Source: an optimization exercise on an open RTL-to-GDS flow (aim: small area, a short achievable clock period and few clock cycles per item). Production flows keep margins and buffers that such runs may drop.

nickel:
==> flow/design.v <==
/*verilator lint_off DECLFILENAME*/
module exe_log2_plus_one
(
    input [31:0] in,
    output [5:0] out
);
    wire [7:0] v;
    wire [1:0] p [0:7];
    genvar g;
    generate
        for (g = 0; g < 8; g = g + 1) begin : nib
            wire [3:0] x = in[4*g+3:4*g];
            assign v[g] = |x;
            assign p[g] = x[3] ? 2'd3 : x[2] ? 2'd2 : x[1] ? 2'd1 : 2'd0;
        end
    endgenerate
    wire [2:0] k = v[7] ? 3'd7 : v[6] ? 3'd6 : v[5] ? 3'd5 : v[4] ? 3'd4 :
                   v[3] ? 3'd3 : v[2] ? 3'd2 : v[1] ? 3'd1 : 3'd0;
    assign out = (|v) ? {1'b0, k, p[k]} + 6'd1 : 6'd0;
endmodule
/*verilator lint_off DECLFILENAME*/
module div(
    input [0:0]         clk,
    input [0:0]         rstn,
    input flush_by_writeback,
    input [0:0]         div_en_in,
    input [0:0]         div_op,
    input [0:0]         div_sign,
    input [ 31:0 ]      div_sr0,
    input [ 31:0 ]      div_sr1,
    input [ 4:0 ]       div_addr_in,
    input [31:0]        div_pc_in,
    input [31:0]        div_inst_in,
    output reg [0:0]    div_en_out,
    output reg [0:0]    stall_by_div,
    output [ 31:0 ]     div_result,
    output [ 4:0 ]      div_addr_out,
    output [31:0]       div_pc_out,
    output [31:0]       div_inst_out
);
localparam PREP = 2'd0;
localparam ITER = 2'd1;
localparam NEG  = 2'd2;
reg [1:0]  phase;
reg [31:0] rem;       
reg [31:0] y;         
reg        cin;       
reg [31:0] quo;       
reg [4:0]  cnt;       
reg        sel;       
reg        neg;       
reg [4:0]  addr;
reg [31:0] pc;
reg [31:0] inst;
wire        sa = div_sign & div_sr0[31];
wire        sb = div_sign & div_sr1[31];
wire [31:0] va = div_sr0 ^ {32{sa}};
wire [31:0] vb = div_sr1 ^ {32{sb}};
wire        pa = sa & ~|(div_sr0[30:0] & ~div_sr0[31:1]);
wire        pb = sb & ~|(div_sr1[30:0] & ~div_sr1[31:1]);
wire [31:0] xa = va | ({va[30:0], 1'b1} & {32{pa}});
wire [31:0] xb = vb | ({vb[30:0], 1'b1} & {32{pb}});
wire [5:0]  la;
wire [5:0]  lb;
exe_log2_plus_one log2_1(xa, la);
exe_log2_plus_one log2_2(xb, lb);
wire [6:0]  d  = {1'b0, la} - {1'b0, lb};
wire        go = ~d[6] && (div_sr1 != 0);
wire [31:0] bx = div_sr1 ^ {32{~sb}};
wire [63:0] ysh = {y, {32{cin}}} << cnt;
wire [32:0] t  = {1'b0, rem} + {1'b0, y} + {32'd0, cin};
wire        ge = t[32];
wire [31:0] mag = sel ? rem : quo;
assign div_result   = mag;
assign div_addr_out = addr;
assign div_pc_out   = pc;
assign div_inst_out = inst;
wire start = div_en_in & ~div_en_out;
always @(posedge clk) begin
    if (!rstn || flush_by_writeback) begin
        stall_by_div <= 0;
        div_en_out   <= 0;
    end else if (stall_by_div) begin
        if (phase == NEG || (phase == ITER && cnt == 0 && !neg)) begin
            stall_by_div <= 0;
            div_en_out   <= 1;
        end
    end else begin
        stall_by_div <= start & (go | (div_op & sa));
        div_en_out   <= start & ~(go | (div_op & sa));
    end
end
always @(posedge clk) begin
    if (stall_by_div) begin
        case (phase)
            PREP: begin
                y     <= ysh[63:32];
                phase <= ITER;
            end
            ITER: begin
                rem <= ge ? t[31:0] : rem;
                quo <= {quo[30:0], ge};
                y   <= {1'b1, y[31:1]};
                cnt <= cnt - 1;
                if (cnt == 0) phase <= NEG;
            end
            default: begin
                rem <= -mag;
                sel <= 1;
            end
        endcase
    end else begin
        phase <= go ? PREP : NEG;
        rem   <= sa ? -div_sr0 : div_sr0;
        quo   <= 0;
        y     <= bx;
        cin   <= ~sb;
        cnt   <= d[4:0];
        sel   <= div_op;
        neg   <= div_op ? sa : go & (sa ^ sb);
        addr  <= div_addr_in;
        pc    <= div_pc_in;
        inst  <= div_inst_in;
    end
end
endmodule
==> flow/config.mk <==
export PLATFORM = sky130hd
export DESIGN_NAME = div
export DESIGN_NICKNAME = div
export VERILOG_FILES = /design/flow/design.v
export SDC_FILE = /design/flow/constraint.sdc
export NUM_CORES = 4
export LEC_CHECK = 0
export CAP_MARGIN = 20
export CORE_MARGIN = 2
export CORE_UTILIZATION = 40
export PLACE_DENSITY = 0.6
export SLEW_MARGIN = 20
==> flow/constraint.sdc <==
create_clock -name core_clock -period 6.0 [get_ports {clk}]
set_input_delay 1.2000 -clock core_clock [delete_from_list [all_inputs] [get_ports {clk}]]
set_output_delay 1.2000 -clock core_clock [all_outputs]
set_load 0.01 [all_outputs]
run.sh (not shown) runs the stock make flow with config.mk's settings and CLKGATE_MAP_FILE= SYNTH_SCRIPT=/design/flow/synth_recipe.tcl, a recipe that flattens the netlist after the stock synthesis.
nickel closes out successfully: all stages finished, all timing, DRC and antenna checks passed.
### nickel -> ember
- SETUP_SLACK_MARGIN: unset -> 2.5
--- outcome ---
- The final layout from ember, which completed every stage, passed the timing, design-rule and antenna checks at the end of the flow.
- Comparing ember against nickel, there is no change at all in multiplexer fraction of the synthesized cell area.
- Relative to nickel, the final estimated routing congestion in global placement measured on ember has decreased slightly.
- Status: worst hold margin parity (ember, nickel)
- For nickel, the topmost layer with routed signal wires was met5, unlike ember, where it was met4.
- ember ends up with a cell count that is 68 higher than in nickel.
No run of this note included a check of the RTL's function; only the layout flow was run.
